Context: an optimization exercise on an open-source flow, tuned for small area. The choices shown serve that exercise and are no tape-out recipe.
The RTL was checked by simulation tests, not by an equivalence proof against the original design.
No activity file was given, so power comes from the tool's default toggle rates.

### flow/config.mk
export PLATFORM = sky130hd
export DESIGN_NAME = dis_sound
export DESIGN_NICKNAME = dis_sound
export VERILOG_FILES = /design/flow/design.v
export SDC_FILE = /design/flow/constraint.sdc
export NUM_CORES = 4
export LEC_CHECK = 0
export CAP_MARGIN = 20
export CORE_MARGIN = 2
export CORE_UTILIZATION = 40
export CTS_CLUSTER_DIAMETER = 80
export CTS_CLUSTER_SIZE = 30
export SLEW_MARGIN = 20
### flow/constraint.sdc
create_clock -name core_clock -period 25.0 [get_ports {CLK}]
set_input_delay 5.0000 -clock core_clock [delete_from_list [all_inputs] [get_ports {CLK}]]
set_output_delay 5.0000 -clock core_clock [all_outputs]
set_load 0.01 [all_outputs]
### flow/design.v
module fadd(a, b, c, s, co);
	input a, b, c;
	output s, co;
	assign s = a ^ b ^ c;
	assign co = (a & b) | (a & c) | (b & c);
endmodule
module My_Dig(num, seg);
	input [3:0] num;
	output [6:0] seg;
	function [6:0] p;
		input [3:0] v;
		input [3:0] d;
		input [6:0] c;
		p = (v == d) ? c : 7'd0;
	endfunction
	assign seg = p(num, 0, 7'b011_1111) | p(num, 1, 7'b000_0110) | p(num, 2, 7'b101_1011) |
		p(num, 3, 7'b100_1111) | p(num, 4, 7'b110_0110) | p(num, 5, 7'b110_1101) |
		p(num, 6, 7'b111_1101) | p(num, 7, 7'b000_0111) | p(num, 8, 7'b111_1111) |
		p(num, 9, 7'b110_1111);
endmodule
module dis_sound(
 CLK, RSTn, pulse_r, pulse_t, test_count, Digitron_Out, DigitronCS_Out,LED_Out
);
	input CLK;
	input RSTn;
	input pulse_r;
	input pulse_t;
	output reg test_count;
	output [7:0]Digitron_Out;
	output [5:0]DigitronCS_Out;
	output [7:0]LED_Out;
	function [19:0] inc20;
		input [19:0] x;
		input ci;
		integer i;
		reg cc;
		begin
			cc = ci;
			for (i = 0; i < 20; i = i + 1) begin
				inc20[i] = x[i] ^ cc;
				cc = x[i] & cc;
			end
		end
	endfunction
	reg R1, R2, T1, T2;
	reg [6:0] count_hs;           
	wire hs_done = count_hs[6] & count_hs[5] & count_hs[2];    
	always @ (posedge CLK) begin
		if(!RSTn) begin
			R1 <= 0; R2 <= 0; T1 <= 0; T2 <= 0;
		end else begin
			R1 <= pulse_r; R2 <= R1; T1 <= pulse_t; T2 <= T1;
		end
	end
	always @ (posedge CLK) begin
		if(!RSTn) begin
			test_count <= 0;
			count_hs <= 0;
		end else if(T1 & ~T2)
			test_count <= 1;
		else if(hs_done) begin
			if(R1 & ~R2)
				test_count <= 0;
			else if(~R1 & R2)
				count_hs <= 0;
		end else
			count_hs <= count_hs + 1'b1;
	end
	reg [12:0] cnt;
	always @ (posedge CLK)
		if(!RSTn) cnt <= 0;
		else cnt <= inc20({7'd0, cnt}, 1'b1);
	wire step = &cnt[3:0];
	wire tick = (cnt == 13'h0FFF);
	reg t1, t2;
	reg [19:0] pulse;
	reg [19:0] c1, c2, c3, c4, c5, c6;
	reg [2:0] vc;                  
	wire shift = ~test_count & ~t1 & t2;
	wire wrap = pulse[19] & pulse[17] & pulse[16] & pulse[14] & pulse[13] &
	            pulse[12] & pulse[8] & pulse[7] & pulse[5] & pulse[4];
	wire pclr = ~RSTn | (test_count ? wrap : shift);
	always @ (posedge CLK) begin
		if(!RSTn) begin
			t1 <= 0; t2 <= 0;
		end else begin
			t1 <= test_count; t2 <= t1;
		end
	end
	always @ (posedge CLK)
		pulse <= inc20(pulse, test_count) & ~{20{pclr}};
	always @ (posedge CLK)
		if(RSTn & shift) begin
			c1 <= pulse; c2 <= c1; c3 <= c2; c4 <= c3; c5 <= c4; c6 <= c5;
		end
	always @ (posedge CLK)
		if(!RSTn)
			vc <= 0;
		else if(shift && vc != 3'd6)
			vc <= vc + 1'b1;
	localparam S_IDLE = 5'd0, S_SUB0 = 5'd6, S_ADD6 = 5'd7,
	           S_LED1 = 5'd9, S_LED7 = 5'd15, S_H = 5'd16, S_DH = 5'd20;
	reg [4:0] st;
	reg [2:0] pos;                 
	reg [22:0] Wn;                 
	wire [22:0] W = ~Wn;
	reg [17:0] N;                  
	reg [2:0] q;                   
	reg cond;                      
	wire cap = (st == S_IDLE && tick) || (st >= 5'd1 && st <= 5'd5);
	wire [5:0] sel;
	assign sel[0] = cap && pos == 3'd1 && vc >= 3'd1;
	assign sel[1] = cap && pos == 3'd2 && vc >= 3'd2;
	assign sel[2] = cap && pos == 3'd3 && vc >= 3'd3;
	assign sel[3] = cap && pos == 3'd4 && vc >= 3'd4;
	assign sel[4] = cap && pos == 3'd5 && vc >= 3'd5;
	assign sel[5] = cap && pos == 3'd6 && vc >= 3'd6;
	wire [19:0] entry = ({20{sel[0]}} & c1) | ({20{sel[1]}} & c2) | ({20{sel[2]}} & c3) |
	                    ({20{sel[3]}} & c4) | ({20{sel[4]}} & c5) | ({20{sel[5]}} & c6);
	function [22:0] k;
		input [4:0] s;
		input [4:0] v;
		input [22:0] c;
		k = (s == v) ? c : 23'd0;
	endfunction
	wire [22:0] kc = k(st, S_SUB0, ~23'd61770) | k(st, S_ADD6, 23'd6) |
		k(st, 5'd9, ~23'd529410) | k(st, 5'd10, ~23'd1058820) | k(st, 5'd11, ~23'd1588230) |
		k(st, 5'd12, ~23'd2117640) | k(st, 5'd13, ~23'd2647050) | k(st, 5'd14, ~23'd3176460) |
		k(st, 5'd15, ~23'd3705870) | k(st, 5'd16, ~23'd1764708) | k(st, 5'd17, ~23'd176472) |
		k(st, 5'd18, ~23'd17646) | k(st, 5'd19, ~23'd1764) | k(st, 5'd20, ~23'd174);
	wire cin = st >= S_SUB0 && st != S_ADD6;
	wire [22:0] A = (st == S_IDLE) ? 23'd0 : W;      
	wire [22:0] B = kc | {3'b000, entry};
	wire [23:0] cy;
	wire [22:0] sum;
	assign cy[0] = cin;
	genvar gi;
	generate for (gi = 0; gi < 23; gi = gi + 1) begin : g_add
		fadd fa (.a(A[gi]), .b(B[gi]), .c(cy[gi]), .s(sum[gi]), .co(cy[gi+1]));
	end endgenerate
	wire ok = cy[23];              
	wire is_dig = (st >= S_H && st <= S_DH);
	wire is_led = (st >= S_LED1 && st <= S_LED7);
	wire upd = cap || st == S_ADD6 || ((st == S_SUB0 || is_dig) && ok);
	always @ (posedge CLK)
		if(upd) Wn <= ~sum;
	always @ (posedge CLK) begin
		if(!RSTn) begin
			st <= S_IDLE;
			pos <= 3'd6;
		end else begin
			if(cap)
				pos <= (st == 5'd5) ? 3'd6 : pos - 1'b1 + shift;
			case(st)
				S_IDLE:  if(tick) st <= 5'd1;
				S_ADD6:  st <= S_LED1;
				S_DH:    if(!ok) st <= S_IDLE;
				default: if(!(is_dig && ok)) st <= st + 1'b1;
			endcase
		end
	end
	always @ (posedge CLK)
		if(!RSTn)
			cond <= 0;
		else if(st == S_SUB0)
			cond <= ok;
	always @ (posedge CLK)
		if(st == S_ADD6)
			q <= 0;
		else if(is_led && ok)
			q <= st[2:0];
	always @ (posedge CLK)
		if(st == S_ADD6)
			N <= {N[13:0], 4'd0};
		else if(is_dig) begin
			if(ok)
				N[3:0] <= N[3:0] + 1'b1;
			else if(st != S_DH)
				N <= {N[13:0], 4'd0};
		end
	reg [17:0] D;                  
	reg [2:0] led_case, led_show;
	reg on;                        
	always @ (posedge CLK)
		if(tick) begin
			D <= N;
			led_show <= led_case;
		end
	always @ (posedge CLK)
		if(!RSTn) begin
			on <= 0;
			led_case <= 0;
		end else if(tick) begin
			on <= cond;
			if(cond) led_case <= q;
		end
	assign LED_Out = {8{on}} & {led_show == 3'd7, led_show >= 3'd6, led_show >= 3'd5,
	                  led_show >= 3'd4, led_show >= 3'd3, led_show >= 3'd2,
	                  led_show >= 3'd1, 1'b1};
	reg [5:0] CS;
	reg [3:0] shown;               
	wire [5:0] cs_next = CS[5] ? {1'b1, CS[0], CS[4:1]} : 6'b111110;
	wire [3:0] dsel = ({4{~cs_next[4]}} & {2'b00, D[17:16]}) | ({4{~cs_next[3]}} & D[15:12]) |
	                  ({4{~cs_next[2]}} & D[11:8]) | ({4{~cs_next[1]}} & D[7:4]) |
	                  ({4{~cs_next[0]}} & D[3:0]);
	wire [3:0] val = (on && CS[5]) ? dsel : 4'd0;
	always @ (posedge CLK)
		if(!RSTn) begin
			CS <= 0;
			shown <= 4'd15;
		end else if(step) begin
			CS <= cs_next;
			if(!(val[3] & val[1]))         
				shown <= val;
		end
	wire [6:0] seg;
	My_Dig U2 (.num(shown), .seg(seg));
	assign Digitron_Out = {CS[5] & ~CS[2], seg};
	assign DigitronCS_Out = CS;
endmodule
### flow/flow/run.sh
#!/bin/bash
# Layout flow: the standard ORFS flow (standard.sh: the same synthesis
# script, floorplan, power grid, placement and routing) with three changes:
#  - the final technology mapping in synthesis uses an area-oriented ABC script
#    (flow/abc_own.script) in place of ORFS's abc_speed.script; registers are
#    mapped exactly as in the standard synthesis, ABC only remaps the gates;
#  - ports are buffered with the smallest buffer cell;
#  - clock tree synthesis uses larger sink clusters and no dummy loads.
# The full output of the run goes to flow_run.log here; the ORFS logs are
# copied to orfs_logs/.
set -euo pipefail
WORK=$PWD
rm -rf "$WORK/own_scripts"
cp -r "$FLOW_HOME/scripts" "$WORK/own_scripts"
cp "$WORK/flow/abc_own.script" "$WORK/own_scripts/abc_speed.script"
export BUFFER_PORTS_ARGS="-buffer_cell sky130_fd_sc_hd__buf_1"
export CTS_ARGS="-sink_clustering_enable -repair_clock_nets -sink_clustering_size 30 -sink_clustering_max_diameter 80 -dont_use_dummy_load"
status=0
bash standard.sh "SCRIPTS_DIR=$WORK/own_scripts" finish > flow_run.log 2>&1 || status=$?
mkdir -p orfs_logs
cp -r orfs/logs/. orfs_logs/ 2>/dev/null || true
exit $status
### flow/flow/abc_own.script
&get -n
&st
&dch
&nf
&st
&syn2
&if -g -K 6
&synch2
&nf
&st
&syn2
&if -g -K 6
&synch2
&nf
&st
&syn2
&if -g -K 6
&synch2
&nf
&st
&syn2
&if -g -K 6
&synch2
&nf
&st
&syn2
&if -g -K 6
&synch2
&nf
&st
&dch
&st
&deepsyn -T 60
&dch
&nf -a -R 1000
&put
topo
dnsize -c
### flow/standard.sh
#!/bin/bash
# synth_recipe.tcl (not shown) runs the flow's synth.tcl, then flattens the netlist and writes it again
# the make line also repeats each setting of config.mk as NAME=value (left out here)
make -C /OpenROAD-flow-scripts/flow DESIGN_CONFIG=/design/flow/config.mk WORK_HOME=/design/flow/orfs CLKGATE_MAP_FILE= SYNTH_SCRIPT=/design/flow/synth_recipe.tcl "${@:-finish}"
==> results.yml, run 1 <==
status:
  outcome: "timing/DRC/antenna clean"
clocking:
  numCtsBuffers: 14
  cts_setup_buffers: 0
  clk_pin_slew_ps: 110
  cts_htree_levels: 1
  cts_root_buffer: "clkbuf_16"
  holdBufCountCts: 0
  cts-resized-gates: 0
  clock_latency_ps: 500
  clkSinkCount: 258
  clock_path_buffers: 3
  cts_tree: "yes"
synth:
  yosys_warnings: 2
  synth.area.top_cells: "edfxtp_1 (51%), dfxtp_1 (15%), ha_1 (5.1%)"
  ys_seq_area_frac: 0.6692
  synth_nets: 823
  yosysTopAreaCell: "edfxtp_1"
  syn_area_um2: 10380
  synth-async-reset-ratio: 0
  synth_top_cell_area_share: 0.5149
  synth_edf_count: 178
  synth-seq-cells: 258
  syn_area_per_cell_um2: 13.77
  synth.distinct_cells: 47
  syn-instance-count: 754
  synthFlopType: "edfxtp_1"
timing:
  slew_violations: 0
  rsz0062_at_grt: "no"
  hold_viol: 0
  finalCritPeriodShare: 0.5146
  worst_pin_slew_ps: 1028
  whs_ps: 417.5
  setup_viol: 0
  tns_ps: 0
  timing.slew.headroom: 0.3145
  finalCriticalPeriod_ps: 12860
  max_freq_mhz: 77.74
  fin_worst_skew_ps: 67.61
critical_path:
  startpoint: "st[0]"
  r2r_end: "Wn[11]"
  cp.arrival_ps: 12890
  crit_cells: 36
  startpoint_type: "flop"
  crit_end: "Wn[11]"
  reg2reg_from: "st[0]"
  path_buf_inv: 3
  reg2regPathDepth: 36
  path_common_cell: "fa_1"
  ff2ff_setup_slack_ps: 12140
  path_max_fanout: 23
  worst_ep_required_time_ps: 25020
  path_class: "reg2reg"
  cp_top_family: "adder cells"
  slowest_delay_ps: 860
  crit_slowest_cell: "or4_1"
  cp-end-kind: "flop"
drt:
  via_count: 6126
  vias_per_cell: 5.397
  wire_per_inst_um: 16.82
  dr.pass1.iters: 6
  drc: 0
  drt_iter0_drc: 625
  finalWirelength_mm: 19.09
  antenna_left: 0
global_routing:
  grt_pass1_vias: 5762
  grt_overflow_total: 0
  grt_pass1_wl_mm: 31.42
  antenna_found_initial: 0
  groute.usage.overall: 0.1465
  grt_max_degree: 83
flow_run:
  drv_cap: 0
placed_design:
  place_congestion: 0.8748
  dpl.hpwl_mm: 12.76
  numPortBuffers: 26
cells_and_area:
  nets: 876
  area_growth_pct: 9.342
  insertedDiodeCount: 0
  final_util: 0.4481
  drive_gt1_frac: 0.03851
floorplanning:
  design.die.area_um2: 27250
  die_w_um: 165.1
  die_y_um: 165.1
  rows: 58
  ios: 27
  initial_utilization: 0.4098
  core_area_um2: 25330
worst_hold_path:
  hp-class: "reg2reg"
power:
  p_leak_nw: 3.960
  power.density_nw_per_um2: 67.17
  peakVddDrop_mv: 0.07163
## Yosys cell counts, types with 8 or more instances
master and number:
edfxtp_1 178, dfxtp_1 80, nor2_1 52, nand2_1 50
clkinv_1 46, and2_0 42, ha_1 42, a21oi_1 35
a222oi_1 23, fa_1 23, o21ai_0 21, a22oi_1 20
nand3_1 17, nor3_1 15, and3_1 11, a22o_1 9
a31oi_1 8, nand4_1 8
## logic make-up after synthesis
kind of cell,after synthesis,share of synthesized area
AOI/OAI and AO/OA,153,0.1054
DFF,258,0.6692
adders and majority gates,65,0.09498
xor gates and xnor gates,6,0.005063
buffers and inverters,47,0.01736
and+or+nand+nor,225,0.1080
## layout by cell type (no fill, tap or decap), drive strengths merged, types with 5 or more instances in the layout
master    n
nor4      5
a21oi    35
nand2    50
fa       23
a22o      9
and3     11
dfxtp    80
clkbuf   14
o21ai    21
and2     42
nand3    17
edfxtp  178
nor2b     6
a22oi    20
clkinv   45
ha       42
nand4     8
nand2b    5
o211ai    7
or3       6
a31oi     8
nor3     15
buf      38
a222oi   23
nor2     52
## sequential cells by signal (all words and copies together), names as in the netlist, 4 cells and up
name and flops:
c1 20, Wn 23, c5 20, st 5, N 18, count_hs 7, cnt 13, shown 4
pulse 20, c3 20, c6 20, c2 20, D 18, CS 6, c4 20
## layout make-up
class	instances	area [um2]
Fill cell	2285	13980
Timing Repair Buffer	38	187.7
Tap cell	330	412.9
Sequential cell	258	6947
Clock buffer	14	350.3
Inverter	46	175.2
Multi-Input combinational cell	449	3277
## metal layers
| metal | GRT usage | vias up | share of wire |
|---|---|---|---|
| met5 | 0 | - | 0 |
| met4 | 0.03439 | 0 | 0.023 |
| met3 | 0.02023 | 31 | 0.058 |
| met2 | 0.2193 | 187 | 0.42 |
| met1 | 0.2261 | 2949 | 0.49 |
| li1 | - | 2959 | - |
## how the worst min path moves through the flow
stage	depth (start not counted)	endpoint	slack [ps]	from
2_1_floorplan	0	D[14]	400	N[14]
3_3_place_gp	0	D[14]	400	N[14]
3_5_place_dp	0	D[15]	410	N[15]
4_1_cts	0	D[7]	420	N[7]
5_1_grt	0	N[11]	440	N[7]
6_report	0	D[7]	420	N[7]
## report_power, final
part	internal, W	leakage, nW	switching [W]
Sequential	0.000467	2.22	0.00000621
Combinational	0.0000159	1.57	0.0000492
Clock	0.000101	0.173	0.000123
## per-stage QoR
step,std cells,setup WS (ps),instance area (um2),power (W)
detailed placement,1121,12190,11000,0.0005501
floorplan,754,12020,10380,0.0005248
global route,1135,11360,11350,0.0007966
finish,1135,12140,11350,0.0007624
CTS,1135,12140,11350,0.0007746
global placement,1121,12430,11000,0.0005480
==> run 2: changes to the inputs <==
--- a/flow/flow/run.sh
+++ b/flow/flow/run.sh
@@ -14,7 +14,7 @@
 cp -r "$FLOW_HOME/scripts" "$WORK/own_scripts"
 cp "$WORK/flow/abc_own.script" "$WORK/own_scripts/abc_speed.script"
 export BUFFER_PORTS_ARGS="-buffer_cell sky130_fd_sc_hd__buf_1"
-export CTS_ARGS="-sink_clustering_enable -repair_clock_nets -sink_clustering_size 30 -sink_clustering_max_diameter 80 -dont_use_dummy_load"
+export CTS_ARGS="-sink_clustering_enable -repair_clock_nets -sink_clustering_size 26 -sink_clustering_max_diameter 160 -dont_use_dummy_load"
 status=0
 bash standard.sh "SCRIPTS_DIR=$WORK/own_scripts" finish > flow_run.log 2>&1 || status=$?
 mkdir -p orfs_logs
==> results.yml, run 2 <==
status:
  outcome: "timing/DRC/antenna clean"
cells_and_area:
  final_util: 0.4471
  largest_reg_flops: 23
  largest_register: "Wn"
  insertedDiodeCount: 0
  fin_area_um2: 11320
  area_growth_pct: 9.101
  nets: 875
  final_cell_mix: "edfxtp_1 (178), dfxtp_1 (80), nor2_1 (52)"
  drive_gt1_frac: 0.03731
  final_common_cell: "edfxtp_1"
placed_design:
  place_congestion: 0.8748
  dpl.hpwl_mm: 12.76
  numPortBuffers: 26
  place_area_um2: 11000
synth:
  synthFlopType: "edfxtp_1"
  synthTopCellsByCount: "edfxtp_1 (178), dfxtp_1 (80), nor2_1 (52)"
  synth.area.top_cells: "edfxtp_1 (51%), dfxtp_1 (15%), ha_1 (5.1%)"
  synth_top_cell_area_share: 0.5149
  ys_seq_area_frac: 0.6692
  synth_top_family_by_area: "simple AND/OR/NAND/NOR gates"
  synth-async-reset-ratio: 0
  synth_edf_count: 178
  synth_compound_area_frac: 0.1054
  yosysTopAreaCell: "edfxtp_1"
  syn-instance-count: 754
  syn_area_per_cell_um2: 13.77
  synthAdderAreaFrac: 0.09499
  synthMostInstantiatedCell: "edfxtp_1"
  synth.distinct_cells: 47
  syn_area_um2: 10380
  synthMuxAreaShare: 0
  synth_nets: 823
  synth-seq-cells: 258
  synth_xor_area_frac: 0.005063
  yosys_warnings: 2
  synthSimpleGateAreaFrac: 0.1080
critical_path:
  cp_top_family: "adder cells"
  worst_ep_required_time_ps: 25050
  slowest_delay_ps: 870
  cp.arrival_ps: 12950
  cp-end-kind: "flop"
  path_max_fanout: 23
  crit_slowest_cell: "or4_1"
  path_common_cell: "fa_1"
  startpoint_type: "flop"
  path_class: "reg2reg"
  path_buf_inv: 3
global_routing:
  antenna_found_initial: 0
  grt_overflow_total: 0
  groute.usage.overall: 0.1465
  grt_busiest_layer: "met1"
  met3_usage: 0.01773
  met2_usage: 0.2233
  grt_pass1_wl_mm: 31.44
  met1_usage: 0.2255
  grt_max_degree: 83
  grt_pass1_vias: 5784
floorplanning:
  core_area_um2: 25330
  ios: 27
  initial_utilization: 0.4098
  design.die.area_um2: 27250
  die_w_um: 165.1
  rows: 58
  die_y_um: 165.1
clocking:
  cts_setup_buffers: 0
  clock_path_buffers: 3
  cts_root_buffer: "clkbuf_16"
  cts_tree: "yes"
  numCtsBuffers: 13
  cts-resized-gates: 0
  cts_htree_levels: 1
  holdBufCountCts: 0
  clkSinkCount: 258
  clock_latency_ps: 480
  clk_pin_slew_ps: 100
drt:
  drc: 0
  dr.pass1.iters: 5
  vias_per_cell: 5.365
  wire_per_inst_um: 16.73
  drt_iter0_drc: 642
  via_count: 6084
  finalWirelength_mm: 18.97
  antenna_left: 0
flow_run:
  drv_cap: 0
power:
  p_leak_nw: 3.948
  power.density_nw_per_um2: 66.46
  total_power_w: 0.0007526
  peakVddDrop_mv: 0.04779
timing:
  rsz0062_at_grt: "no"
  finalCritPeriodShare: 0.5162
  finalCriticalPeriod_ps: 12900
  max_freq_mhz: 77.49
  setup_viol: 0
  tns_ps: 0
  fin_worst_skew_ps: 39.52
  slew_violations: 0
  worst_pin_slew_ps: 1006
  hold_viol: 0
  timing.slew.headroom: 0.3294
worst_hold_path:
  hp-class: "reg2reg"
run 2: cell count changes in the layout (fill, tap and decap cells not counted):
cell,change
clkbuf_16,-1
run 2: area by class of cell:
| cell class | count | area, um2 |
|---|---|---|
| fill | 2296 | 14000 |
| inverter | 46 | 175.2 |
| sequential | 258 | 6947 |
| multi-input combinational | 449 | 3277 |
| tap | 330 | 412.9 |
| timing repair buffer | 38 | 187.7 |
| clock buffer | 13 | 325.3 |
run 2: routing by layer:
layer  up-vias  share of wire  routed length, um
met5         -              0                  0
met4         0          0.019                363
met3        24          0.046                881
met2       161           0.44               8300
met1      2942           0.50               9427
li1       2957              -                  -
run 2: path summary, 6_finish.rpt:
kind | endpoint | startpoint | cells past startpoint | slack (ps)
worst max-delay path | Wn[11] | st[0] | 36 | 12100
worst min-delay path | D[15] | N[15] | 0 | 430
worst max register to register | Wn[11] | st[0] | 36 | 12100
worst min register to register | D[15] | N[15] | 0 | 430
run 2: where the power goes:
part           internal, W  switching [W]
Sequential        0.000467     0.00000627
Combinational    0.0000159      0.0000493
Clock            0.0000939       0.000120
run 2: cell families (layout without fill, tap and decap cells):
group                    count (synthesis)  after routing
AND/OR/NAND/NOR                        225            225
flip-flops                             258            258
AO/OA/AOI/OAI                          153            153
adder cells (fa/ha/maj)                 65             65
buffers and inverters                   47             97
XOR/XNOR                                 6              6
run 2: through the flow:
step	setup slack [ps]	hold slack [ps]	std cells
after floorplan	12020	400.3	754
after CTS	12110	430.8	1134
after global placement	12430	401.8	1121
final	12100	428.5	1134
after global routing	11340	439.1	1134
after detailed placement	12190	406.6	1121
run 2: worst register-to-register path, delay by kind of cell, from the launching register on:
kind                     cells  cell delay (ps)
flip-flops                   1              500
buffers and inverters        3              360
adder cells (fa/ha/maj)     24             9120
AND/OR/NAND/NOR              7             1890
AO/OA/AOI/OAI                2              620
==> run 3: changes to the inputs <==
--- a/flow/flow/run.sh
+++ b/flow/flow/run.sh
@@ -14,7 +14,7 @@
 cp -r "$FLOW_HOME/scripts" "$WORK/own_scripts"
 cp "$WORK/flow/abc_own.script" "$WORK/own_scripts/abc_speed.script"
 export BUFFER_PORTS_ARGS="-buffer_cell sky130_fd_sc_hd__buf_1"
-export CTS_ARGS="-sink_clustering_enable -repair_clock_nets -sink_clustering_size 26 -sink_clustering_max_diameter 160 -dont_use_dummy_load"
+export CTS_ARGS="-sink_clustering_enable -repair_clock_nets -sink_clustering_size 30 -sink_clustering_max_diameter 120 -dont_use_dummy_load"
 status=0
 bash standard.sh "SCRIPTS_DIR=$WORK/own_scripts" finish > flow_run.log 2>&1 || status=$?
 mkdir -p orfs_logs
==> results.yml, run 3 <==
synth:
  synthMostInstantiatedCell: "edfxtp_1"
  yosys_warnings: 2
  synthTopCellsByCount: "edfxtp_1 (178), dfxtp_1 (80), nor2_1 (52)"
  synth_xor_area_frac: 0.005063
  synth.distinct_cells: 47
  syn_area_um2: 10380
  synth-async-reset-ratio: 0
  synthFlopType: "edfxtp_1"
  synth_compound_area_frac: 0.1054
  ys_seq_area_frac: 0.6692
  synth_edf_count: 178
  syn-instance-count: 754
  synth_nets: 823
  syn_area_per_cell_um2: 13.77
  synthMuxAreaShare: 0
  synthSimpleGateAreaFrac: 0.1080
  synthAdderAreaFrac: 0.09499
  synth.area.top_cells: "edfxtp_1 (51%), dfxtp_1 (15%), ha_1 (5.1%)"
  synth_top_cell_area_share: 0.5149
  synth_top_family_by_area: "simple AND/OR/NAND/NOR gates"
  synth-seq-cells: 258
  yosysTopAreaCell: "edfxtp_1"
power:
  p_leak_nw: 3.935
  p_int_w: 0.0005703
  total_power_w: 0.0007480
  peakVddDrop_mv: 0.04724
  pwr-share-clk: 0.280
  seqPwrFrac: 0.633
  pwr-share-comb: 0.087
  power.density_nw_per_um2: 66.20
  swShare: 0.2377
  power.switching_w: 0.0001778
clocking:
  holdBufCountCts: 0
  cts_tree: "yes"
  clock_path_buffers: 3
  cts_htree_levels: 1
  cts_root_buffer: "clkbuf_16"
  clkSinkCount: 258
  cts-resized-gates: 0
  numCtsBuffers: 12
  cts_setup_buffers: 0
  clock_latency_ps: 490
  clk_pin_slew_ps: 120
cells_and_area:
  final_util: 0.4462
  largest_register: "Wn"
  insertedDiodeCount: 0
  final_cell_mix: "edfxtp_1 (178), dfxtp_1 (80), nor2_1 (52)"
  nets: 874
  largest_reg_flops: 23
  drive_gt1_frac: 0.03611
  final_common_cell: "edfxtp_1"
  area_growth_pct: 8.860
placed_design:
  pre_cts_ws_ps: 12190
  place_congestion: 0.8748
  numPortBuffers: 26
  dpl.hpwl_mm: 12.76
timing:
  worst_pin_slew_ps: 1011
  rsz0062_at_grt: "no"
  hold_viol: 0
  fin_worst_skew_ps: 38.60
  finalCritPeriodShare: 0.5143
  whs_ps: 424.3
  timing.slew.headroom: 0.3262
  slew_violations: 0
  setup_viol: 0
  finalCriticalPeriod_ps: 12860
  worst_slack_ps: 12140
  tns_ps: 0
  max_freq_mhz: 77.77
critical_path:
  path_class: "reg2reg"
  slowest_delay_ps: 870
  reg2reg_from: "st[0]"
  r2r_end: "Wn[21]"
  path_max_fanout: 23
  path_common_cell: "fa_1"
  cp.arrival_ps: 12920
  crit_slowest_cell: "or4_1"
  reg2regPathDepth: 36
  cp-end-kind: "flop"
  ff2ff_setup_slack_ps: 12140
  startpoint_type: "flop"
  worst_ep_required_time_ps: 25060
global_routing:
  groute.usage.overall: 0.1456
  grt_max_degree: 83
  grt_pass1_vias: 5720
  grt_overflow_total: 0
  antenna_found_initial: 0
  grt_pass1_wl_mm: 31.30
drt:
  drt_iter0_drc: 571
  dr.pass1.iters: 6
  via_count: 6096
  antenna_left: 0
  finalWirelength_mm: 19.05
  wire_per_inst_um: 16.81
  vias_per_cell: 5.380
  drc: 0
worst_hold_path:
  hp-start: "c3[5]"
  hold_path_end: "c4[5]"
  hold_depth: 0
  hp-class: "reg2reg"
floorplanning:
  die_y_um: 165.1
  die_w_um: 165.1
  initial_utilization: 0.4098
  core_area_um2: 25330
  rows: 58
  ios: 27
  design.die.area_um2: 27250
status:
  outcome: "timing/DRC/antenna clean"
flow_run:
  drv_cap: 0
run 3: metal layers:
metal,part of all wire,up-vias,track usage
met1,0.49,2938,0.2236
li1,-,2953,-
met2,0.43,178,0.2199
met3,0.058,27,0.02173
met5,0,-,0
met4,0.019,0,0.03043
run 3: power by group through the flow:
stage | logic, W | clock network, W | registers [W]
final | 0.0000650 | 0.000210 | 0.000473
after CTS | 0.0000668 | 0.000219 | 0.000473
after floorplan | 0.0000437 | 0 | 0.000481
after global routing | 0.0000753 | 0.000230 | 0.000475
after global placement | 0.0000652 | 0 | 0.000483
after detailed placement | 0.0000670 | 0 | 0.000483
run 3: per-stage QoR:
stage	std cells	instance area, um2
2_1_floorplan	754	10380
3_3_place_gp	1121	11000
3_5_place_dp	1121	11000
4_1_cts	1133	11300
5_1_grt	1133	11300
6_report	1133	11300
run 3: worst max path at each step:
stage / start / cells past startpoint / slack, ps / endpoint
6_report: st[0] / 36 / 12140 / Wn[21]
3_3_place_gp: st[0] / 36 / 12430 / Wn[10]
3_5_place_dp: st[0] / 36 / 12190 / Wn[12]
5_1_grt: st[0] / 36 / 11370 / Wn[21]
4_1_cts: st[0] / 36 / 12150 / Wn[21]
2_1_floorplan: cnt[0] / 36 / 12020 / Wn[0]
run 3: area by class of cell:
cell class / instances / area, um2
Multi-Input combinational cell: 449 / 3277
Fill cell: 2294 / 14030
Timing Repair Buffer: 38 / 187.7
Sequential cell: 258 / 6947
Inverter: 46 / 175.2
Clock buffer: 12 / 300.3
Tap cell: 330 / 412.9
run 3: kinds of logic after synthesis:
logic type | count (synthesis)
adder cells (fa/ha/maj) | 65
AND/OR/NAND/NOR | 225
XOR/XNOR | 6
buffers and inverters | 47
AO/OA/AOI/OAI | 153
flip-flops | 258
run 3: worst max-delay path, delay by kind of cell (launching register included):
kind	cells	cell delay (ps)
fa+ha+maj	24	9080
simple gates	7	1880
compound gates	2	620
flops	1	510
buf+inv	3	360
==> run 4: changes to the inputs <==
--- a/flow/config.mk
+++ b/flow/config.mk
@@ -8,6 +8,6 @@
 export CAP_MARGIN = 20
 export CORE_MARGIN = 2
 export CORE_UTILIZATION = 40
-export CTS_CLUSTER_DIAMETER = 80
+export CTS_CLUSTER_DIAMETER = 120
 export CTS_CLUSTER_SIZE = 30
 export SLEW_MARGIN = 20
==> results.yml, run 4 <==
critical_path:
  crit_slowest_cell: "or4_1"
  path_common_cell: "fa_1"
  reg2regPathDepth: 36
  startpoint: "st[0]"
  reg2reg_from: "st[0]"
  path_class: "reg2reg"
  cp.arrival_ps: 12920
  r2r_end: "Wn[21]"
  slowest_delay_ps: 870
  worst_ep_required_time_ps: 25060
  startpoint_type: "flop"
  path_max_fanout: 23
  ff2ff_setup_slack_ps: 12140
  cp-end-kind: "flop"
synth:
  yosysTopAreaCell: "edfxtp_1"
  synthMostInstantiatedCell: "edfxtp_1"
  synth_top_cell_area_share: 0.5149
  syn_area_per_cell_um2: 13.77
  synth_nets: 823
  ys_seq_area_frac: 0.6692
  synthTopCellsByCount: "edfxtp_1 (178), dfxtp_1 (80), nor2_1 (52)"
  synth.area.top_cells: "edfxtp_1 (51%), dfxtp_1 (15%), ha_1 (5.1%)"
  yosys_warnings: 2
  synth-async-reset-ratio: 0
  synthFlopType: "edfxtp_1"
  synth-seq-cells: 258
  syn_area_um2: 10380
  synth.distinct_cells: 47
  syn-instance-count: 754
  synth_edf_count: 178
clocking:
  cts_root_buffer: "clkbuf_16"
  cts_tree: "yes"
  cts_htree_levels: 1
  clock_latency_ps: 490
  holdBufCountCts: 0
  clock_path_buffers: 3
  clk_pin_slew_ps: 120
  numCtsBuffers: 12
  cts-resized-gates: 0
  clkSinkCount: 258
  cts_setup_buffers: 0
cells_and_area:
  final_common_cell: "edfxtp_1"
  drive_gt1_frac: 0.03611
  insertedDiodeCount: 0
  nFillCells: 2294
  final_cell_mix: "edfxtp_1 (178), dfxtp_1 (80), nor2_1 (52)"
  fin_area_um2: 11300
  largest_reg_flops: 23
  area_growth_pct: 8.860
  largest_register: "Wn"
  nets: 874
  final_util: 0.4462
power:
  power.switching_w: 0.0001778
  pwr-share-clk: 0.280
  p_int_w: 0.0005703
  power.density_nw_per_um2: 66.20
  p_leak_nw: 3.935
  peakVddDrop_mv: 0.04724
  swShare: 0.2377
  pwr-share-comb: 0.087
  seqPwrFrac: 0.633
placed_design:
  place_area_um2: 11000
  numPortBuffers: 26
  place_congestion: 0.8748
  dpl.hpwl_mm: 12.76
worst_hold_path:
  hp-start: "c3[5]"
  hold_path_end: "c4[5]"
  hp-class: "reg2reg"
  hold_depth: 0
timing:
  hold_viol: 0
  finalCritPeriodShare: 0.5143
  slew_violations: 0
  setup_viol: 0
  tns_ps: 0
  timing.slew.headroom: 0.3262
  max_freq_mhz: 77.77
  whs_ps: 424.3
  fin_worst_skew_ps: 38.60
  finalCriticalPeriod_ps: 12860
  rsz0062_at_grt: "no"
  worst_pin_slew_ps: 1011
global_routing:
  grt_max_degree: 83
  groute.usage.overall: 0.1456
  antenna_found_initial: 0
  grt_pass1_vias: 5720
  grt_pass1_wl_mm: 31.30
  grt_overflow_total: 0
drt:
  drt_iter0_drc: 571
  dr.pass1.iters: 6
  finalWirelength_mm: 19.05
  drc: 0
  wire_per_inst_um: 16.81
  vias_per_cell: 5.380
  via_count: 6096
  antenna_left: 0
floorplanning:
  design.die.area_um2: 27250
  die_y_um: 165.1
  rows: 58
  ios: 27
  die_w_um: 165.1
  core_area_um2: 25330
  initial_utilization: 0.4098
status:
  outcome: "timing/DRC/antenna clean"
flow_run:
  drv_cap: 0
[run 4: how the worst max path moves through the flow]
stage             end  slack, ps  cells past startpoint
2_1_floorplan   Wn[0]      12020                     36
3_3_place_gp   Wn[10]      12430                     36
3_5_place_dp   Wn[12]      12190                     36
4_1_cts        Wn[21]      12150                     36
5_1_grt        Wn[21]      11370                     36
6_report       Wn[21]      12140                     36
[run 4: stage by stage]
stage                      power, W  instances  setup slack [ps]
final                     0.0007480       1133             12140
after global routing      0.0007802       1133             11370
after CTS                 0.0007595       1133             12150
after detailed placement  0.0005501       1121             12190
after global placement    0.0005480       1121             12430
after floorplan           0.0005248        754             12020
[run 4: per-layer routing]
metal / up-vias / track usage / wire (um)
met5: - / 0 / 0
met2: 178 / 0.2199 / 8165
met3: 27 / 0.02173 / 1113
met4: 0 / 0.03043 / 363
li1: 2953 / - / -
met1: 2938 / 0.2236 / 9408
[run 4: power by group through the flow]
| stage | clock network, W | logic (W) | registers (W) |
|---|---|---|---|
| 5_1_grt | 0.000230 | 0.0000753 | 0.000475 |
| 3_3_place_gp | 0 | 0.0000652 | 0.000483 |
| 2_1_floorplan | 0 | 0.0000437 | 0.000481 |
| 4_1_cts | 0.000219 | 0.0000668 | 0.000473 |
| 6_report | 0.000210 | 0.0000650 | 0.000473 |
| 3_5_place_dp | 0 | 0.0000670 | 0.000483 |
[run 4: layout make-up]
cell class / instances / area, um2 / area share
Inverter: 46 / 175.2 / 0.01550
Sequential cell: 258 / 6947 / 0.6148
Clock buffer: 12 / 300.3 / 0.02658
Tap cell: 330 / 412.9 / 0.03654
Timing Repair Buffer: 38 / 187.7 / 0.01661
Multi-Input combinational cell: 449 / 3277 / 0.2900
[run 4: logic make-up (layout without fill, tap and decap cells)]
family          count (synthesis)  after routing  share of synthesized area
buf+inv                        47             96                    0.01736
flops                         258            258                     0.6692
fa+ha+maj                      65             65                    0.09498
xor+xnor                        6              6                   0.005063
simple gates                  225            225                     0.1080
compound gates                153            153                     0.1054
[run 4: critical path: cells and delay by family (launching register included)]
kind            cells  cell delay (ps)
buf+inv             3              360
flops               1              510
compound gates      2              620
simple gates        7             1880
fa+ha+maj          24             9080
==> run 5: changes to the inputs <==
--- a/flow/flow/run.sh
+++ b/flow/flow/run.sh
@@ -14,7 +14,7 @@
 cp -r "$FLOW_HOME/scripts" "$WORK/own_scripts"
 cp "$WORK/flow/abc_own.script" "$WORK/own_scripts/abc_speed.script"
 export BUFFER_PORTS_ARGS="-buffer_cell sky130_fd_sc_hd__buf_1"
-export CTS_ARGS="-sink_clustering_enable -repair_clock_nets -sink_clustering_size 30 -sink_clustering_max_diameter 120 -dont_use_dummy_load"
+export CTS_ARGS="-sink_clustering_enable -repair_clock_nets -sink_clustering_size 30 -sink_clustering_max_diameter 120 -dont_use_dummy_load -root_buf sky130_fd_sc_hd__clkbuf_8 -tree_buf sky130_fd_sc_hd__clkbuf_8 -buf_list {sky130_fd_sc_hd__clkbuf_8 sky130_fd_sc_hd__clkbuf_16}"
 status=0
 bash standard.sh "SCRIPTS_DIR=$WORK/own_scripts" finish > flow_run.log 2>&1 || status=$?
 mkdir -p orfs_logs
==> results.yml, run 5 <==
critical_path:
  startpoint: "st[0]"
  reg2reg_from: "st[0]"
  worst_ep_required_time_ps: 25100
  reg2regPathDepth: 36
  cp-end-kind: "flop"
  cp.arrival_ps: 12950
  slowest_delay_ps: 870
  path_common_cell: "fa_1"
  path_max_fanout: 23
  startpoint_type: "flop"
  path_class: "reg2reg"
  crit_slowest_cell: "or4_1"
drt:
  drc: 0
  dr.pass1.iters: 5
  vias_per_cell: 5.398
  finalWirelength_mm: 19.12
  via_count: 6116
  wire_per_inst_um: 16.88
  drt_iter0_drc: 562
  antenna_left: 0
clocking:
  clk_pin_slew_ps: 120
  cts_tree: "yes"
  holdBufCountCts: 0
  cts-resized-gates: 0
  clkSinkCount: 258
  clock_path_buffers: 3
  cts_setup_buffers: 0
  cts_root_buffer: "clkbuf_8"
  cts_htree_levels: 1
  clock_latency_ps: 540
  numCtsBuffers: 12
synth:
  synth.area.top_cells: "edfxtp_1 (51%), dfxtp_1 (15%), ha_1 (5.1%)"
  synthTopCellsByCount: "edfxtp_1 (178), dfxtp_1 (80), nor2_1 (52)"
  syn_area_per_cell_um2: 13.77
  synth-async-reset-ratio: 0
  synthMostInstantiatedCell: "edfxtp_1"
  synth_edf_count: 178
  synth_top_cell_area_share: 0.5149
  ys_seq_area_frac: 0.6692
  yosys_warnings: 2
  synth.distinct_cells: 47
  synth-seq-cells: 258
  synth_nets: 823
  syn-instance-count: 754
  syn_area_um2: 10380
  synthFlopType: "edfxtp_1"
  yosysTopAreaCell: "edfxtp_1"
timing:
  slew_violations: 0
  hold_viol: 0
  worst_slack_ps: 12150
  timing.slew.headroom: 0.3231
  worst_pin_slew_ps: 1015
  tns_ps: 0
  setup_viol: 0
  finalCriticalPeriod_ps: 12850
  whs_ps: 422.9
  finalCritPeriodShare: 0.5140
  fin_worst_skew_ps: 40.52
  max_freq_mhz: 77.81
  rsz0062_at_grt: "no"
floorplanning:
  die_w_um: 165.1
  die_y_um: 165.1
  initial_utilization: 0.4098
  rows: 58
  ios: 27
  core_area_um2: 25330
  design.die.area_um2: 27250
placed_design:
  dpl.hpwl_mm: 12.76
  pre_cts_ws_ps: 12190
  place_congestion: 0.8748
  post-place-cells: 1121
  numPortBuffers: 26
global_routing:
  groute.usage.overall: 0.1460
  grt_max_degree: 83
  met3_usage: 0.01998
  met2_usage: 0.2210
  grt_busiest_layer: "met1"
  grt_pass1_vias: 5728
  met1_usage: 0.2248
  antenna_found_initial: 0
  grt_pass1_wl_mm: 31.33
  grt_overflow_total: 0
power:
  p_leak_nw: 3.920
  power.density_nw_per_um2: 65.39
  peakVddDrop_mv: 0.04713
cells_and_area:
  drive_gt1_frac: 0.03611
  final_common_cell: "edfxtp_1"
  nets: 874
  final_cell_mix: "edfxtp_1 (178), dfxtp_1 (80), nor2_1 (52)"
  area_growth_pct: 8.534
  largest_reg_flops: 23
  largest_register: "Wn"
  final_cells: 1133
  final_util: 0.4448
  insertedDiodeCount: 0
worst_hold_path:
  hp-class: "reg2reg"
  hold_depth: 0
  hp-start: "c3[5]"
flow_run:
  drv_cap: 0
status:
  outcome: "timing/DRC/antenna clean"
==> run 5: final cells by class <==
| cell class | instances | area (um2) |
|---|---|---|
| sequential | 258 | 6947 |
| fill | 2300 | 14060 |
| tap | 330 | 412.9 |
| inverter | 46 | 175.2 |
| multi-input combinational | 449 | 3277 |
| clock buffer | 12 | 266.5 |
| timing repair buffer | 38 | 187.7 |
==> run 5: worst paths after layout <==
path / end / slack, ps
max reg2reg: Wn[21] / 12150
min reg2reg: c4[5] / 420
min: c4[5] / 420
max: Wn[21] / 12150
==> run 5: where the power goes <==
group | internal [W] | leakage, nW | switching (W)
Combinational | 0.0000159 | 1.57 | 0.0000488
Clock | 0.0000763 | 0.132 | 0.000122
Sequential | 0.000467 | 2.22 | 0.00000617
==> run 5: worst max-delay path, delay by kind of cell, from the launching register on <==
kind | cells | cell delay (ps)
AOI/OAI and AO/OA | 2 | 620
adders and majority gates | 24 | 9080
buffers and inverters | 3 | 350
DFF | 1 | 500
and+or+nand+nor | 7 | 1870
==> run 5: per-layer routing <==
layer  wire, um  vias to the layer above
met1       9556                     2977
met5          0                        -
met2       8203                      164
li1           -                     2951
met3       1016                       24
met4        344                        0
==> run 5: cell families (layout without fill, tap and decap cells) <==
family | after synthesis | after routing | share of synthesized area
DFF | 258 | 258 | 0.6692
xor gates and xnor gates | 6 | 6 | 0.005063
AOI/OAI and AO/OA | 153 | 153 | 0.1054
adders and majority gates | 65 | 65 | 0.09498
and+or+nand+nor | 225 | 225 | 0.1080
buffers and inverters | 47 | 96 | 0.01736
==> run 5: through the flow <==
stage,cell area [um2],total power [W]
finish,11270,0.0007367
global route,11270,0.0007684
CTS,11270,0.0007474
detailed placement,11000,0.0005501
global placement,11000,0.0005480
floorplan,10380,0.0005248
==> run 6: changes to the inputs <==
--- a/flow/flow/run.sh
+++ b/flow/flow/run.sh
@@ -14,7 +14,7 @@
 cp -r "$FLOW_HOME/scripts" "$WORK/own_scripts"
 cp "$WORK/flow/abc_own.script" "$WORK/own_scripts/abc_speed.script"
 export BUFFER_PORTS_ARGS="-buffer_cell sky130_fd_sc_hd__buf_1"
-export CTS_ARGS="-sink_clustering_enable -repair_clock_nets -sink_clustering_size 30 -sink_clustering_max_diameter 120 -dont_use_dummy_load -root_buf sky130_fd_sc_hd__clkbuf_8 -tree_buf sky130_fd_sc_hd__clkbuf_8 -buf_list {sky130_fd_sc_hd__clkbuf_8 sky130_fd_sc_hd__clkbuf_16}"
+export CTS_ARGS="-sink_clustering_enable -repair_clock_nets -sink_clustering_size 30 -sink_clustering_max_diameter 120 -dont_use_dummy_load -root_buf sky130_fd_sc_hd__clkbuf_4 -tree_buf sky130_fd_sc_hd__clkbuf_4 -buf_list {sky130_fd_sc_hd__clkbuf_4 sky130_fd_sc_hd__clkbuf_16}"
 status=0
 bash standard.sh "SCRIPTS_DIR=$WORK/own_scripts" finish > flow_run.log 2>&1 || status=$?
 mkdir -p orfs_logs
==> results.yml, run 6 <==
global_routing:
  grt_max_degree: 83
  grt_busiest_layer: "met1"
  groute.usage.overall: 0.1464
  met1_usage: 0.2238
  met3_usage: 0.02223
  grt_overflow_total: 0
  antenna_found_initial: 1
  met2_usage: 0.2203
  grt_pass1_vias: 5725
  grt_pass1_wl_mm: 31.34
synth:
  syn-instance-count: 754
  ys_seq_area_frac: 0.6692
  synthMuxAreaShare: 0
  synth_top_cell_area_share: 0.5149
  synth-seq-cells: 258
  synthAdderAreaFrac: 0.09499
  synth_edf_count: 178
  yosys_warnings: 2
  synthFlopType: "edfxtp_1"
  synth_compound_area_frac: 0.1054
  synthMostInstantiatedCell: "edfxtp_1"
  synthSimpleGateAreaFrac: 0.1080
  yosysTopAreaCell: "edfxtp_1"
  synth.distinct_cells: 47
  synth_xor_area_frac: 0.005063
  syn_area_per_cell_um2: 13.77
  synth-async-reset-ratio: 0
  synth.area.top_cells: "edfxtp_1 (51%), dfxtp_1 (15%), ha_1 (5.1%)"
  syn_area_um2: 10380
  synth_top_family_by_area: "simple AND/OR/NAND/NOR gates"
  synth_nets: 823
  synthTopCellsByCount: "edfxtp_1 (178), dfxtp_1 (80), nor2_1 (52)"
drt:
  finalWirelength_mm: 19.16
  antenna_left: 0
  via_count: 6128
  vias_per_cell: 5.390
  dr.pass1.iters: 5
  wire_per_inst_um: 16.85
  drt_iter0_drc: 581
  drc: 0
floorplanning:
  design.die.area_um2: 27250
  initial_utilization: 0.4098
  ios: 27
  die_y_um: 165.1
  die_w_um: 165.1
  rows: 58
  core_area_um2: 25330
critical_path:
  startpoint: "st[0]"
  worst_ep_required_time_ps: 25200
  path_max_fanout: 23
  ff2ff_setup_slack_ps: 12140
  reg2reg_from: "st[0]"
  slowest_delay_ps: 870
  r2r_end: "Wn[21]"
  path_class: "reg2reg"
  crit_slowest_cell: "or4_1"
  reg2regPathDepth: 36
  path_common_cell: "fa_1"
  startpoint_type: "flop"
  cp.arrival_ps: 13050
  cp-end-kind: "flop"
  crit_end: "Wn[21]"
cells_and_area:
  final_cell_mix: "edfxtp_1 (178), dfxtp_1 (80), nor2_1 (52)"
  multiInputGateArea_um2: 3277
  seq_area_um2: 6947
  nets: 874
  largest_register: "Wn"
  nFillCells: 2300
  final_common_cell: "edfxtp_1"
  drive_gt1_frac: 0.03611
  largest_reg_flops: 23
  area_growth_pct: 8.449
timing:
  finalCritPeriodShare: 0.5143
  tns_ps: 0
  max_freq_mhz: 77.77
  setup_viol: 0
  timing.slew.headroom: 0.3104
  fin_worst_skew_ps: 63.67
  finalCriticalPeriod_ps: 12860
  hold_viol: 0
  rsz0062_at_grt: "no"
  slew_violations: 0
  worst_pin_slew_ps: 1034
  worst_slack_ps: 12140
clocking:
  cts_tree: "yes"
  clk_pin_slew_ps: 110
  cts_setup_buffers: 0
  clkSinkCount: 258
  cts-resized-gates: 0
  cts_htree_levels: 1
  holdBufCountCts: 0
  clock_latency_ps: 660
  clock_path_buffers: 3
  numCtsBuffers: 12
  cts_root_buffer: "clkbuf_4"
status:
  outcome: "timing/DRC/antenna clean"
power:
  pwr-share-clk: 0.262
  peakVddDrop_mv: 0.04698
  p_int_w: 0.0005533
  p_leak_nw: 3.912
  power.density_nw_per_um2: 64.83
  seqPwrFrac: 0.649
  pwr-share-comb: 0.089
  power.switching_w: 0.0001765
  swShare: 0.2418
worst_hold_path:
  hp-start: "c3[13]"
  hp-class: "reg2reg"
placed_design:
  pre_cts_ws_ps: 12190
  dpl.hpwl_mm: 12.76
  place_congestion: 0.8748
  numPortBuffers: 26
flow_run:
  drv_cap: 0
[run 6: cell counts after synthesis]
No cell type changed its count.
[run 6: final cells by class]
type	instances	area share
Antenna cell	4	0.0008892
Tap cell	330	0.03668
Timing Repair Buffer	38	0.01667
Inverter	46	0.01556
Multi-Input combinational cell	449	0.2911
Clock buffer	12	0.02201
Sequential cell	258	0.6171
[run 6: logic make-up (layout without fill, tap and decap cells)]
| kind of cell | count (synthesis) | in the layout |
|---|---|---|
| buf+inv | 47 | 96 |
| compound gates | 153 | 153 |
| fa+ha+maj | 65 | 65 |
| other cells | 0 | 4 |
| flops | 258 | 258 |
| xor+xnor | 6 | 6 |
| simple gates | 225 | 225 |
[run 6: per-stage QoR]
step	hold slack (ps)	cells	power [W]	area, um2	utilization
after floorplan	400.3	754	0.0005248	10380	-
after global placement	401.8	1121	0.0005480	11000	0.4343
after detailed placement	406.6	1121	0.0005501	11000	0.4343
after CTS	428.4	1133	0.0007407	11250	0.4441
after global routing	442.4	1137	0.0007620	11260	0.4445
final	412.2	1137	0.0007298	11260	0.4445
[run 6: worst min path at each step]
stage	end	cells after the start
2_1_floorplan	D[14]	0
3_3_place_gp	D[14]	0
3_5_place_dp	D[15]	0
4_1_cts	c4[13]	0
5_1_grt	D[15]	0
6_report	c4[13]	0
[run 6: worst max-delay path, delay by kind of cell (launching register included)]
kind | cells | cell delay (ps)
AOI/OAI and AO/OA | 2 | 620
adders and majority gates | 24 | 9080
buffers and inverters | 3 | 360
DFF | 1 | 510
and+or+nand+nor | 7 | 1870
[run 6: power by group through the flow]
stage / Combinational [W] / Clock (W) / Sequential (W)
floorplan: 0.0000437 / 0 / 0.000481
global placement: 0.0000652 / 0 / 0.000483
detailed placement: 0.0000670 / 0 / 0.000483
CTS: 0.0000668 / 0.000200 / 0.000473
global route: 0.0000753 / 0.000212 / 0.000475
finish: 0.0000649 / 0.000191 / 0.000473
[run 6: routing by layer]
| metal | wire length [um] | vias to the layer above | share of wire |
|---|---|---|---|
| met5 | 0 | - | 0 |
| met4 | 362 | 0 | 0.019 |
| met3 | 987 | 23 | 0.052 |
| met2 | 8232 | 177 | 0.43 |
| met1 | 9574 | 2977 | 0.50 |
| li1 | - | 2951 | - |
==> run 7: changes to the inputs <==
--- a/flow/flow/run.sh
+++ b/flow/flow/run.sh
@@ -5,7 +5,8 @@
 #    (flow/abc_own.script) in place of ORFS's abc_speed.script; registers are
 #    mapped exactly as in the standard synthesis, ABC only remaps the gates;
 #  - ports are buffered with the smallest buffer cell;
-#  - clock tree synthesis uses larger sink clusters and no dummy loads.
+#  - clock tree synthesis uses larger sink clusters, no dummy loads, and
+#    clkbuf_4 for the root and branching buffers (clkbuf_16 at the leaves).
 # The full output of the run goes to flow_run.log here; the ORFS logs are
 # copied to orfs_logs/.
 set -euo pipefail
==> results.yml, run 7 <==
power:
  swShare: 0.2418
  pwr-share-comb: 0.089
  p_int_w: 0.0005533
  power.switching_w: 0.0001765
  pwr-share-clk: 0.262
  peakVddDrop_mv: 0.04698
  seqPwrFrac: 0.649
  p_leak_nw: 3.912
  power.density_nw_per_um2: 64.83
  total_power_w: 0.0007298
global_routing:
  grt_overflow_total: 0
  antenna_found_initial: 1
  groute.usage.overall: 0.1464
  grt_pass1_wl_mm: 31.34
  grt_max_degree: 83
  grt_pass1_vias: 5725
clocking:
  holdBufCountCts: 0
  cts-resized-gates: 0
  cts_tree: "yes"
  clock_path_buffers: 3
  clk_pin_slew_ps: 110
  clock_latency_ps: 660
  clkSinkCount: 258
  cts_htree_levels: 1
  cts_setup_buffers: 0
  numCtsBuffers: 12
  cts_root_buffer: "clkbuf_4"
timing:
  whs_ps: 412.2
  finalCriticalPeriod_ps: 12860
  slew_violations: 0
  setup_viol: 0
  tns_ps: 0
  rsz0062_at_grt: "no"
  hold_viol: 0
  max_freq_mhz: 77.77
  finalCritPeriodShare: 0.5143
  fin_worst_skew_ps: 63.67
  worst_pin_slew_ps: 1034
  timing.slew.headroom: 0.3104
floorplanning:
  design.die.area_um2: 27250
  die_w_um: 165.1
  rows: 58
  core_area_um2: 25330
  ios: 27
  die_y_um: 165.1
  initial_utilization: 0.4098
critical_path:
  cp.arrival_ps: 13050
  cp-end-kind: "flop"
  path_max_fanout: 23
  slowest_delay_ps: 870
  worst_ep_required_time_ps: 25200
  ff2ff_setup_slack_ps: 12140
  startpoint_type: "flop"
  path_class: "reg2reg"
  reg2reg_from: "st[0]"
  r2r_end: "Wn[21]"
  crit_slowest_cell: "or4_1"
  path_common_cell: "fa_1"
  reg2regPathDepth: 36
flow_run:
  drv_cap: 0
synth:
  synth.area.top_cells: "edfxtp_1 (51%), dfxtp_1 (15%), ha_1 (5.1%)"
  synth-async-reset-ratio: 0
  syn-instance-count: 754
  syn_area_um2: 10380
  yosysTopAreaCell: "edfxtp_1"
  synth.distinct_cells: 47
  yosys_warnings: 2
  synth-seq-cells: 258
  synthFlopType: "edfxtp_1"
  synth_top_cell_area_share: 0.5149
  ys_seq_area_frac: 0.6692
  syn_area_per_cell_um2: 13.77
  synthMostInstantiatedCell: "edfxtp_1"
  synth_nets: 823
  synth_edf_count: 178
  synthTopCellsByCount: "edfxtp_1 (178), dfxtp_1 (80), nor2_1 (52)"
worst_hold_path:
  hp-class: "reg2reg"
  hold_depth: 0
  hp-start: "c3[13]"
  hold_path_end: "c4[13]"
placed_design:
  place_congestion: 0.8748
  numPortBuffers: 26
  post-place-cells: 1121
  dpl.hpwl_mm: 12.76
drt:
  antenna_left: 0
  via_count: 6128
  drc: 0
  wire_per_inst_um: 16.85
  finalWirelength_mm: 19.16
  vias_per_cell: 5.390
  drt_iter0_drc: 581
  dr.pass1.iters: 5
cells_and_area:
  final_common_cell: "edfxtp_1"
  largest_register: "Wn"
  final_cell_mix: "edfxtp_1 (178), dfxtp_1 (80), nor2_1 (52)"
  final_cells: 1137
  area_growth_pct: 8.449
  drive_gt1_frac: 0.03611
  nets: 874
  largest_reg_flops: 23
status:
  outcome: "timing/DRC/antenna clean"
[run 7: cell counts after synthesis]
No cell type changed its count.
[run 7: layer usage]
metal  part of all wire  global-route usage  up-vias
met1               0.50              0.2238     2977
met4              0.019             0.03439        0
met5                  0                   0        -
met2               0.43              0.2203      177
li1                   -                   -     2951
met3              0.052             0.02223       23
[run 7: kinds of logic (layout without fill, tap and decap cells)]
kind of cell	count (synthesis)	count (layout)	share of synthesized area
simple gates	225	225	0.1080
fa+ha+maj	65	65	0.09498
xor+xnor	6	6	0.005063
buf+inv	47	96	0.01736
flops	258	258	0.6692
other cells	0	4	0
compound gates	153	153	0.1054
[run 7: stage by stage]
stage                       util  worst slack (ps)  area [um2]
after global routing      0.4445             11360       11260
after CTS                 0.4441             12140       11250
final                     0.4445             12140       11260
after floorplan                -             12020       10380
after detailed placement  0.4343             12190       11000
after global placement    0.4343             12430       11000
[run 7: power groups by stage]
stage | clock, W | combinational (W) | sequential, W
2_1_floorplan | 0 | 0.0000437 | 0.000481
3_3_place_gp | 0 | 0.0000652 | 0.000483
3_5_place_dp | 0 | 0.0000670 | 0.000483
5_1_grt | 0.000212 | 0.0000753 | 0.000475
6_report | 0.000191 | 0.0000649 | 0.000473
4_1_cts | 0.000200 | 0.0000668 | 0.000473
[run 7: worst max-delay path by stage]
stage	endpoint	from	slack [ps]
CTS	Wn[21]	st[0]	12140
global placement	Wn[10]	st[0]	12430
floorplan	Wn[0]	cnt[0]	12020
global route	Wn[21]	st[0]	11360
detailed placement	Wn[12]	st[0]	12190
finish	Wn[21]	st[0]	12140
[run 7: critical path: cells and delay by family, from the launching register on]
family / cells / cell delay [ps]
flip-flops: 1 / 510
buffers and inverters: 3 / 360
adder cells (fa/ha/maj): 24 / 9080
AND/OR/NAND/NOR: 7 / 1870
AO/OA/AOI/OAI: 2 / 620
[run 7: cell type report]
cell class / instances / area [um2]
Sequential cell: 258 / 6947
Tap cell: 330 / 412.9
Fill cell: 2300 / 14070
Inverter: 46 / 175.2
Antenna cell: 4 / 10.01
Multi-Input combinational cell: 449 / 3277
Clock buffer: 12 / 247.7
Timing Repair Buffer: 38 / 187.7

port drivers added, routing unchanged:
In the flow no input, the clock included, has a driving cell. The finished layouts below were timed again as built, in two steps. Step 1: set_driving_cell puts a clkbuf_16 on CLK and a buf_2 on each other input, an assumption about the parent block. Step 2 adds t to the input delays and takes it off the output delays; t is the mean of the earliest and latest rising clock arrival at the registers after step 1. Input paths then give back, and output paths get back, about the clock's delay inside the block. Three values: ideal ports, drivers, drivers and shift; two values: the first two.
| run | t, ns | setup WS [ns] | worst register clock-pin slew, ns |
|---|---|---|---|
| run 1 | 0.507 | 12.136 / 12.136 / 12.136 | 0.11 / 0.11 |
| run 2 | 0.511 | 12.095 / 12.095 / 12.095 | 0.10 / 0.10 |
| run 3 | 0.514 | 12.142 / 12.142 / 12.142 | 0.12 / 0.12 |
| run 4 | 0.514 | 12.142 / 12.142 / 12.142 | 0.12 / 0.12 |
| run 5 | 0.557 | 12.149 / 12.149 / 12.149 | 0.12 / 0.12 |
| run 6 | 0.668 | 12.142 / 12.142 / 12.142 | 0.12 / 0.12 |
| run 7 | 0.668 | 12.142 / 12.142 / 12.142 | 0.12 / 0.12 |
After both steps setup and hold are still met in every run listed.
